This design comes from an exercise in tuning for small area and a short achievable clock period on the open sky130 flow, not from production work.
At most, simulation tests tie the RTL to the original design; equivalence was not proved.
Power is estimated from default activity; no workload was simulated.

Design cim_mac_tree, start of the top module:
module cim_mac_tree (
    input         clk,
    input         rst_n,
    input         mac_en,
    input  [7:0]  col_mux,
    input  [15:0] data_in,
    input  [7:0]  bank0,  bank1,  bank2,  bank3,
                  bank4,  bank5,  bank6,  bank7,
                  bank8,  bank9,  bank10, bank11,
                  bank12, bank13, bank14, bank15,
    output [11:0] sum
);
    wire [15:0] en  = data_in & {16{mac_en}};
    wire [7:0]  col = col_mux & {8{~mac_en}};
    wire g0_0 = ~((bank0[0] & en[0]) | (|(bank0 & col)));
    wire g0_1 = ~(bank0[1] & en[0]);
    wire g0_2 = ~(bank0[2] & en[0]);
    wire g0_3 = ~(bank0[3] & en[0]);
    wire g0_4 = ~(bank0[4] & en[0]);
    wire g0_5 = ~(bank0[5] & en[0]);
    wire g0_6 = ~(bank0[6] & en[0]);
    wire g0_7 = ~(bank0[7] & en[0]);
    wire g1_0 = ~((bank1[0] & en[1]) | (|(bank1 & col)));
    wire g1_1 = ~(bank1[1] & en[1]);
    wire g1_2 = ~(bank1[2] & en[1]);
    wire g1_3 = ~(bank1[3] & en[1]);
    wire g1_4 = ~(bank1[4] & en[1]);
    wire g1_5 = ~(bank1[5] & en[1]);
    wire g1_6 = ~(bank1[6] & en[1]);
    wire g1_7 = ~(bank1[7] & en[1]);
    wire g2_0 = ~((bank2[0] & en[2]) | (|(bank2 & col)));
    wire g2_1 = ~(bank2[1] & en[2]);
    wire g2_2 = ~(bank2[2] & en[2]);
    wire g2_3 = ~(bank2[3] & en[2]);
    wire g2_4 = ~(bank2[4] & en[2]);
    wire g2_5 = ~(bank2[5] & en[2]);
    wire g2_6 = ~(bank2[6] & en[2]);
    wire g2_7 = ~(bank2[7] & en[2]);
    wire g3_0 = ~((bank3[0] & en[3]) | (|(bank3 & col)));
    wire g3_1 = ~(bank3[1] & en[3]);
    wire g3_2 = ~(bank3[2] & en[3]);
    wire g3_3 = ~(bank3[3] & en[3]);
    wire g3_4 = ~(bank3[4] & en[3]);
    wire g3_5 = ~(bank3[5] & en[3]);
    wire g3_6 = ~(bank3[6] & en[3]);
    wire g3_7 = ~(bank3[7] & en[3]);
    wire g4_0 = ~((bank4[0] & en[4]) | (|(bank4 & col)));
    wire g4_1 = ~(bank4[1] & en[4]);
    wire g4_2 = ~(bank4[2] & en[4]);
    wire g4_3 = ~(bank4[3] & en[4]);
    wire g4_4 = ~(bank4[4] & en[4]);
    wire g4_5 = ~(bank4[5] & en[4]);
  ...
Size: ~500 cells after synthesis, roughly 63 flip-flops, ~170 I/O pins, roughly 0.0053 mm^2 of cells after synthesis.
==> flow/config.mk <==
export PLATFORM = sky130hd
export DESIGN_NAME = cim_mac_tree
export DESIGN_NICKNAME = cim_mac_tree
export VERILOG_FILES = /design/flow/design.v
export SDC_FILE = /design/flow/constraint.sdc
export NUM_CORES = 4
export LEC_CHECK = 0
export CAP_MARGIN = 10
export CORE_MARGIN = 2
export CORE_UTILIZATION = 60
export CTS_BUF_LIST = sky130_fd_sc_hd__clkbuf_4 sky130_fd_sc_hd__clkbuf_8
export GPL_ROUTABILITY_DRIVEN = 0
export SETUP_SLACK_MARGIN = 4.55
export SLEW_MARGIN = 10
export SYNTH_HIERARCHICAL = 1
==> flow/constraint.sdc <==
create_clock -name core_clock -period 8.0 [get_ports {clk}]
set_input_delay 1.6000 -clock core_clock [delete_from_list [all_inputs] [get_ports {clk}]]
set_output_delay 1.6000 -clock core_clock [all_outputs]
set_load 0.01 [all_outputs]
standard.sh (not shown) runs the stock make flow with config.mk's settings and CLKGATE_MAP_FILE= SYNTH_SCRIPT=/design/flow/synth_recipe.tcl, a recipe that flattens the netlist after the stock synthesis.
==> flow/flow/run.sh <==
#!/bin/bash
# The standard layout (the standard.sh, unchanged synthesis), with the
# port buffers made of the smallest buffer instead of the default choice.
set -o pipefail
export BUFFER_PORTS_ARGS="-buffer_cell sky130_fd_sc_hd__buf_1"
bash standard.sh finish > standard_flow.log 2>&1
==> next run, changes <==
--- a/flow/config.mk
+++ b/flow/config.mk
@@ -8 +8 @@
-export CAP_MARGIN = 10
+export CAP_MARGIN = 20
@@ -12,3 +12,3 @@
-export GPL_ROUTABILITY_DRIVEN = 0
-export SETUP_SLACK_MARGIN = 4.55
-export SLEW_MARGIN = 10
+export PLACE_DENSITY = 0.75
+export SETUP_SLACK_MARGIN = 4.5
+export SLEW_MARGIN = 20
=>
- wire length came out higher by 13%
- global-route usage is higher by 3.4 points
- cell area decreases by about 1.5%
- worst setup slack loses 0.074 ns
- count of clock-buffer cells in the layout climbs by 1
- core utilization goes down by 1.1 points
- via count is higher by 5.4%
==> next run, changes <==
--- a/flow/flow/run.sh
+++ b/flow/flow/run.sh
@@ -3 +3,3 @@
-# port buffers made of the smallest buffer instead of the default choice.
+# port buffers made of the smallest buffer instead of the default choice,
+# and ORFS's power recovery (downsizing of non-critical cells) after global
+# routing.
@@ -5,0 +8 @@
+export RECOVER_POWER=100
--- a/flow/config.mk
+++ b/flow/config.mk
@@ -12 +11,0 @@
-export PLACE_DENSITY = 0.75
Effect:
- The new run finished with capacitance limit, slew limit left
- clock skew came out lower by 0.0030 ns
- global-route usage came out lower by 0.76 points
- setup slack got worse by 1.3 ns
==> next run, changes <==
==> flow/flow/run.sh (replaced) <==
#!/bin/bash
# The standard layout (the standard.sh, unchanged synthesis), with the
# port buffers made of the smallest buffer instead of the default choice.
set -o pipefail
export BUFFER_PORTS_ARGS="-buffer_cell sky130_fd_sc_hd__buf_1"
bash standard.sh finish > standard_flow.log 2>&1
--- a/flow/config.mk
+++ b/flow/config.mk
@@ -11,0 +12 @@
+export GPL_ROUTABILITY_DRIVEN = 0
What happened:
- Now the flow ran to the end with no violations
- worst setup slack gains 1.3 ns
- cell area is higher by about 0.6%
- via count is lower by about 1%
- utilization is higher by 0.46 points
- sequential share of layout area is lower by 0.15 points
- synthesized cell count stays the same
- die area stays the same
- combinational power is lower by about 10%
==> next run, changes <==
--- a/flow/config.mk
+++ b/flow/config.mk
@@ -8 +8 @@
-export CAP_MARGIN = 20
+export CAP_MARGIN = 10
@@ -14 +14 @@
-export SLEW_MARGIN = 20
+export SLEW_MARGIN = 10
Effect: Clock power is about the same; power increases slightly; wire length stays the same; synthesized cell count stays the same; die area stays the same; setup slack gets better by 0.011 ns; via count stays flat; non-clock buffer count is unchanged; sequential share of layout area is about the same; core utilization increases by 0.10 points.
==> next run, changes <==
--- a/flow/config.mk
+++ b/flow/config.mk
@@ -8 +8 @@
-export CAP_MARGIN = 10
+export CAP_MARGIN = 20
@@ -10 +10 @@
-export CORE_UTILIZATION = 60
+export CORE_UTILIZATION = 55
@@ -12,3 +12,2 @@
-export GPL_ROUTABILITY_DRIVEN = 0
-export SETUP_SLACK_MARGIN = 4.5
-export SLEW_MARGIN = 10
+export SETUP_SLACK_MARGIN = 4.55
+export SLEW_MARGIN = 20
The new run finished with timing, DRC and antenna clean. Clock-buffer cell count drops by 1. Utilization drops by 4.4 points. Non-clock buffer count climbs by 4. Via count climbs by about 3%. Area after synthesis stays the same. Global-route usage climbs by 2.6 points.

---

== build 50 ==
cim_mac_tree again, from the RTL that the note above started with.
==> flow/config.mk <==
export PLATFORM = sky130hd
export DESIGN_NAME = cim_mac_tree
export DESIGN_NICKNAME = cim_mac_tree
export VERILOG_FILES = /design/flow/design.v
export SDC_FILE = /design/flow/constraint.sdc
export NUM_CORES = 4
export LEC_CHECK = 0
export CAP_MARGIN = 20
export CORE_MARGIN = 2
export CORE_UTILIZATION = 50
export CTS_BUF_LIST = sky130_fd_sc_hd__clkbuf_4 sky130_fd_sc_hd__clkbuf_8
export SETUP_SLACK_MARGIN = 4.5
export SLEW_MARGIN = 20
export SYNTH_HIERARCHICAL = 1
==> flow/constraint.sdc <==
create_clock -name core_clock -period 8.0 [get_ports {clk}]
set_input_delay 1.6000 -clock core_clock [delete_from_list [all_inputs] [get_ports {clk}]]
set_output_delay 1.6000 -clock core_clock [all_outputs]
set_load 0.01 [all_outputs]
==> flow/flow/run.sh <==
#!/bin/bash
# The standard layout (the standard.sh, unchanged synthesis), with the
# port buffers made of the smallest buffer instead of the default choice.
set -o pipefail
export BUFFER_PORTS_ARGS="-buffer_cell sky130_fd_sc_hd__buf_1"
bash standard.sh finish > standard_flow.log 2>&1
Build 50: no failed stages, no open violations at the end
diff inputs: build 50 => build 96
# build 50
export LEC_CHECK = 0
export CAP_MARGIN = 20
export CORE_MARGIN = 2
export CORE_UTILIZATION = 50
export CTS_BUF_LIST = sky130_fd_sc_hd__clkbuf_4 sky130_fd_sc_hd__clkbuf_8
export SETUP_SLACK_MARGIN = 4.5
export SLEW_MARGIN = 20
export SYNTH_HIERARCHICAL = 1
create_clock -name core_clock -period 8.0 [get_ports {clk}]
# build 96
export LEC_CHECK = 0
export CAP_MARGIN = 0
export CORE_MARGIN = 2
export CORE_UTILIZATION = 60
export CTS_BUF_LIST = sky130_fd_sc_hd__clkbuf_4 sky130_fd_sc_hd__clkbuf_8
export GPL_ROUTABILITY_DRIVEN = 0
export SETUP_SLACK_MARGIN = 4.5
export SLEW_MARGIN = 0
export SYNTH_HIERARCHICAL = 1
create_clock -name core_clock -period 8.0 [get_ports {clk}]
Notes after the runs:
- Summary of the comparison: wire length on met2 is lower in build 96, relative to build 50.
- Against build 50, routed wire length in build 96 fell by a little under 10%.
- The sequential power reported for build 96 is greater than that of build 50 by about 0.9%.
- Going from build 50 to build 96, row count shrinks by 3.
- The termination of the worst setup path comes out r1[9] in one run and r1[5] in the other, namely in build 50 and build 96 respectively.
- Comparing build 50 against build 96, there is no change at all in number of cells on the worst reg-to-reg path.
- The lower share of cells above drive strength 1 came out of build 96.
The following lists how build 27 was set up differently from build 96:
# build 96
export LEC_CHECK = 0
export CAP_MARGIN = 0
export CORE_MARGIN = 2
export CORE_UTILIZATION = 60
export CTS_BUF_LIST = sky130_fd_sc_hd__clkbuf_4 sky130_fd_sc_hd__clkbuf_8
export GPL_ROUTABILITY_DRIVEN = 0
export SETUP_SLACK_MARGIN = 4.5
export SLEW_MARGIN = 0
export SYNTH_HIERARCHICAL = 1
create_clock -name core_clock -period 8.0 [get_ports {clk}]
# build 27
export LEC_CHECK = 0
export CAP_MARGIN = 20
export CORE_MARGIN = 2
export CORE_UTILIZATION = 60
export CTS_BUF_LIST = sky130_fd_sc_hd__clkbuf_4
export SETUP_SLACK_MARGIN = 4.5
export SLEW_MARGIN = 20
export SYNTH_HIERARCHICAL = 1
create_clock -name core_clock -period 8.0 [get_ports {clk}]
==> run summary <==
The higher combinational power share of build 27 and build 96 is in build 27.
Utilization build 96 -> build 27: down
On build 27: ratio of total power to cell area is 9.9% higher than what build 96 gave.
The worst path required time reported for build 27 is greater than that of build 96 by 140 ps.
Of build 27 and build 96, it is build 27 that has the lower clock power share.
Build 27 vs build 96: layout-stage area growth over the synthesis result down in build 27
The inputs of build 38 differ from those of build 27 as listed below.
# build 27
export LEC_CHECK = 0
export CAP_MARGIN = 20
export CORE_MARGIN = 2
export CORE_UTILIZATION = 60
export CTS_BUF_LIST = sky130_fd_sc_hd__clkbuf_4
export SETUP_SLACK_MARGIN = 4.5
export SLEW_MARGIN = 20
export SYNTH_HIERARCHICAL = 1
create_clock -name core_clock -period 8.0 [get_ports {clk}]
# build 38
export LEC_CHECK = 0
export CAP_MARGIN = 20
export CORE_MARGIN = 2
export CORE_UTILIZATION = 60
export CTS_BUF_LIST = sky130_fd_sc_hd__clkbuf_4 sky130_fd_sc_hd__clkbuf_8
export CTS_CLUSTER_DIAMETER = 80
export CTS_CLUSTER_SIZE = 30
export SETUP_SLACK_MARGIN = 4.5
export SLEW_MARGIN = 20
export SYNTH_HIERARCHICAL = 1
create_clock -name core_clock -period 8.0 [get_ports {clk}]
--- outcome ---
Compared with build 27, build 38 shows a higher power per cell area.
Compared with build 27, build 38 improves least setup slack across all paths after layout.
Row first-pass GRT wire length: build 38 higher / build 27 lower
Maximum frequency is higher on build 38

---

cim_mac_tree, a different RTL version from the one above (not shown whole).
For scale: about 61 flip-flops, about 170 I/O pins.
Settings: LEC_CHECK=0, CAP_MARGIN=20, CORE_MARGIN=2, CORE_UTILIZATION=40, SETUP_SLACK_MARGIN=4.5, SLEW_MARGIN=20, SYNTH_HIERARCHICAL=1; clock period 8.0 ns.
Scripts as last shown in full above: flow/flow/run.sh
Edit:
Settings changed: SETUP_SLACK_MARGIN 4.5 to default.
=> Critical path depth stays the same. Area after synthesis is unchanged. Clock skew hardly moves. Global-route usage came out lower by 0.58 points. Flip-flop and latch count stays the same.
No functional check of the RTL was part of any run of this note.

---

== wip/lagoon ==
cim_mac_tree with an RTL version that a note above also has.
Size: roughly 170 I/O pins, roughly 5300 um^2 of cells after synthesis.
==> flow/config.mk <==
export PLATFORM = sky130hd
export DESIGN_NAME = cim_mac_tree
export DESIGN_NICKNAME = cim_mac_tree
export VERILOG_FILES = /design/flow/design.v
export SDC_FILE = /design/flow/constraint.sdc
export NUM_CORES = 4
export LEC_CHECK = 0
export CAP_MARGIN = 20
export CORE_MARGIN = 2
export CORE_UTILIZATION = 60
export CTS_BUF_LIST = sky130_fd_sc_hd__clkbuf_4 sky130_fd_sc_hd__clkbuf_8
export SETUP_SLACK_MARGIN = 4.5
export SLEW_MARGIN = 20
export SYNTH_HIERARCHICAL = 1
==> flow/constraint.sdc <==
create_clock -name core_clock -period 8.0 [get_ports {clk}]
set_input_delay 1.6000 -clock core_clock [delete_from_list [all_inputs] [get_ports {clk}]]
set_output_delay 1.6000 -clock core_clock [all_outputs]
set_load 0.01 [all_outputs]
Scripts as last shown in full above: flow/flow/run.sh
wip/lagoon went all the way through synthesis, placement and routing and the layout is clean on timing, DRC and antenna.
Edits applied to the flow inputs when going from wip/lagoon to wip/nickel:
- putting ABC_AREA at 1 where nothing was set
## What came out
Looking at the reports, wip/nickel completed the entire flow and the layout it produced met the timing, DRC and antenna checks.
Overall track demand over capacity in global routing is higher on wip/nickel
Summary of wip/nickel over wip/lagoon: final-layout fill cell count increased by 51 relative to the old numbers, non-clock buffer count increased by 7 relative to the old numbers, design area increased by 5.3% relative to the old numbers.
A launching instance or port of the critical path of mac_en is what wip/nickel shows, while r1[4] belongs to wip/lagoon.
After synthesis and placement, the instance count of wip/nickel is above that of wip/lagoon.
Post-route clock period utilization delta for wip/nickel relative to wip/lagoon: 0.16 points higher
Relative to wip/nickel, the following input files were edited for wip/willow:
- changing SETUP_SLACK_MARGIN from 4.5 to 4.3
- removing ABC_AREA (formerly 1)
## What came out
- What wip/willow reported for static leakage power has to be multiplied by 1.3 to get the figure for wip/nickel.
- In the reports for wip/nickel and wip/willow, the smaller sequential fraction of design power belongs to wip/nickel.
- Relative to wip/nickel, wip/willow improves total wire length.
- Re final cell count: wip/willow is 19% down on wip/nickel.
- [compare] base=wip/nickel new=wip/willow: per-cell routed wire length saw an increase; setup slack fell 0.17 ns; area taken by multi-input logic gates moved down; power density over the cells climbed 9.4 nW/um^2.

---

Setup of v44:
Starting RTL as in the previous note.
export LEC_CHECK = 0
export CAP_MARGIN = 20
export CORE_MARGIN = 2
export CORE_UTILIZATION = 60
export CTS_BUF_LIST = sky130_fd_sc_hd__clkbuf_4 sky130_fd_sc_hd__clkbuf_8
export GPL_ROUTABILITY_DRIVEN = 0
export GPL_TIMING_DRIVEN = 0
export SETUP_SLACK_MARGIN = 4.5
export SLEW_MARGIN = 20
export SYNTH_HIERARCHICAL = 1
create_clock -name core_clock -period 8.0 [get_ports {clk}]
Scripts as last shown in full above: flow/flow/run.sh
What v27 does differently from v44 at the input level:
- SETUP_SLACK_MARGIN: 4.5 -> 4.7
- GPL_ROUTABILITY_DRIVEN: 0 -> unset
- GPL_TIMING_DRIVEN: 0 -> unset
## What came out
- Detailed-route wire length per cell (v27 / v44): 1.16
- Changes observed in v27 relative to v44: non-clock buffer count went down about 5%; sum of routed wire length over all layers went up 15%; fraction of area in non-clock buffers went down 1.3 points.
- The higher net switching share of the total power came out of v27.
- | highest cell delay on the worst timing path | v27 vs v44 | ≈ equal |
> inputs changed (v27 -> v50)
- changing CTS_BUF_LIST from sky130_fd_sc_hd__clkbuf_4 sky130_fd_sc_hd__clkbuf_8 to sky130_fd_sc_hd__clkbuf_2 sky130_fd_sc_hd__clkbuf_4
- changing SETUP_SLACK_MARGIN from 4.7 to 4.5
Findings:
Across v27 and v50, the outcome is the same: a clean finish for every run.
In the flow results for v27 and v50, the final cycle utilization of the critical path is smaller on v27.
Net switching fraction of the power: v50 higher than v27
Delta (v50 minus v27): global-route wire length before repair lost 1800 um, setup slack of the critical path after layout fell 78 ps, number of clock buffers in the layout has decreased, via count normalized by instance count went down, cell count went down about 5%.
Input-level comparison between v2 and v50:
- SETUP_SLACK_MARGIN changed from 4.5 to 4.6
- GPL_ROUTABILITY_DRIVEN newly set to 0
- CTS_BUF_LIST changed from sky130_fd_sc_hd__clkbuf_2 sky130_fd_sc_hd__clkbuf_4 to sky130_fd_sc_hd__clkbuf_4 sky130_fd_sc_hd__clkbuf_8
Results
- The capture point of the critical path comes out r1[1] in one run and r1[5] in the other, namely in v2 and v50 respectively.
- On cell count, v2 and v50 are neck and neck.
- Taking v50 as the reference, in v2 setup slack now sits higher, total chip power lower, cell area now larger.

[re-timing with driven ports]
No port has a modelled driver above. Below, the same layouts with a new extraction and two added sets of constraints.
Step 1: set_driving_cell puts a clkbuf_16 on clk and a buf_2 on each other input, an assumption about the parent block.
Step 2 times the ports against the registers' clock, not the clock port: input delays grow and output delays shrink by t, the midpoint of the rising clock arrivals with the driver on.
Slacks: ideal / step 1 / step 2; pairs: ideal / step 1.
run | t, ns | setup slack, ns | pins driven straight from the clock port
the first run of note 1 | 0.367 | 4.583 / 4.558 / 4.191 | 1
the second run of note 1 | 0.388 | 4.509 / 4.483 / 4.095 | 1
the third run of note 1 | 0.366 | 3.235 / 3.253 / 2.886 | 1
the fourth run of note 1 | 0.380 | 4.547 / 4.519 / 4.140 | 1
the fifth run of note 1 | 0.377 | 4.558 / 4.532 / 4.155 | 1
the sixth run of note 1 | 0.382 | 4.550 / 4.550 / 4.180 | 1
build 50 | 0.368 | 4.536 / 4.517 / 4.149 | 1
build 96 | 0.377 | 4.558 / 4.532 / 4.155 | 1
build 27 | 0.432 | 4.525 / 4.520 / 4.088 | 1
build 38 | 0.376 | 4.537 / 4.537 / 4.187 | 1
the first run of note 3 | 0.359 | 4.153 / 4.114 / 3.755 | 1
the second run of note 3 | 0.353 | 3.705 / 3.707 / 3.354 | 1
wip/lagoon | 0.376 | 4.537 / 4.537 / 4.187 | 1
wip/nickel | 0.379 | 4.524 / 4.519 / 4.140 | 1
wip/willow | 0.403 | 4.358 / 4.373 / 3.970 | 1
v44 | 0.365 | 4.386 / 4.371 / 4.006 | 1
v27 | 0.367 | 4.603 / 4.418 / 4.051 | 1
v50 | 0.432 | 4.525 / 4.520 / 4.088 | 1
v2 | 0.374 | 4.628 / 4.574 / 4.200 | 1
For v27, which loses most, drivers alone change the setup slack by -0.185 ns; drivers and shift together by -0.552 ns.
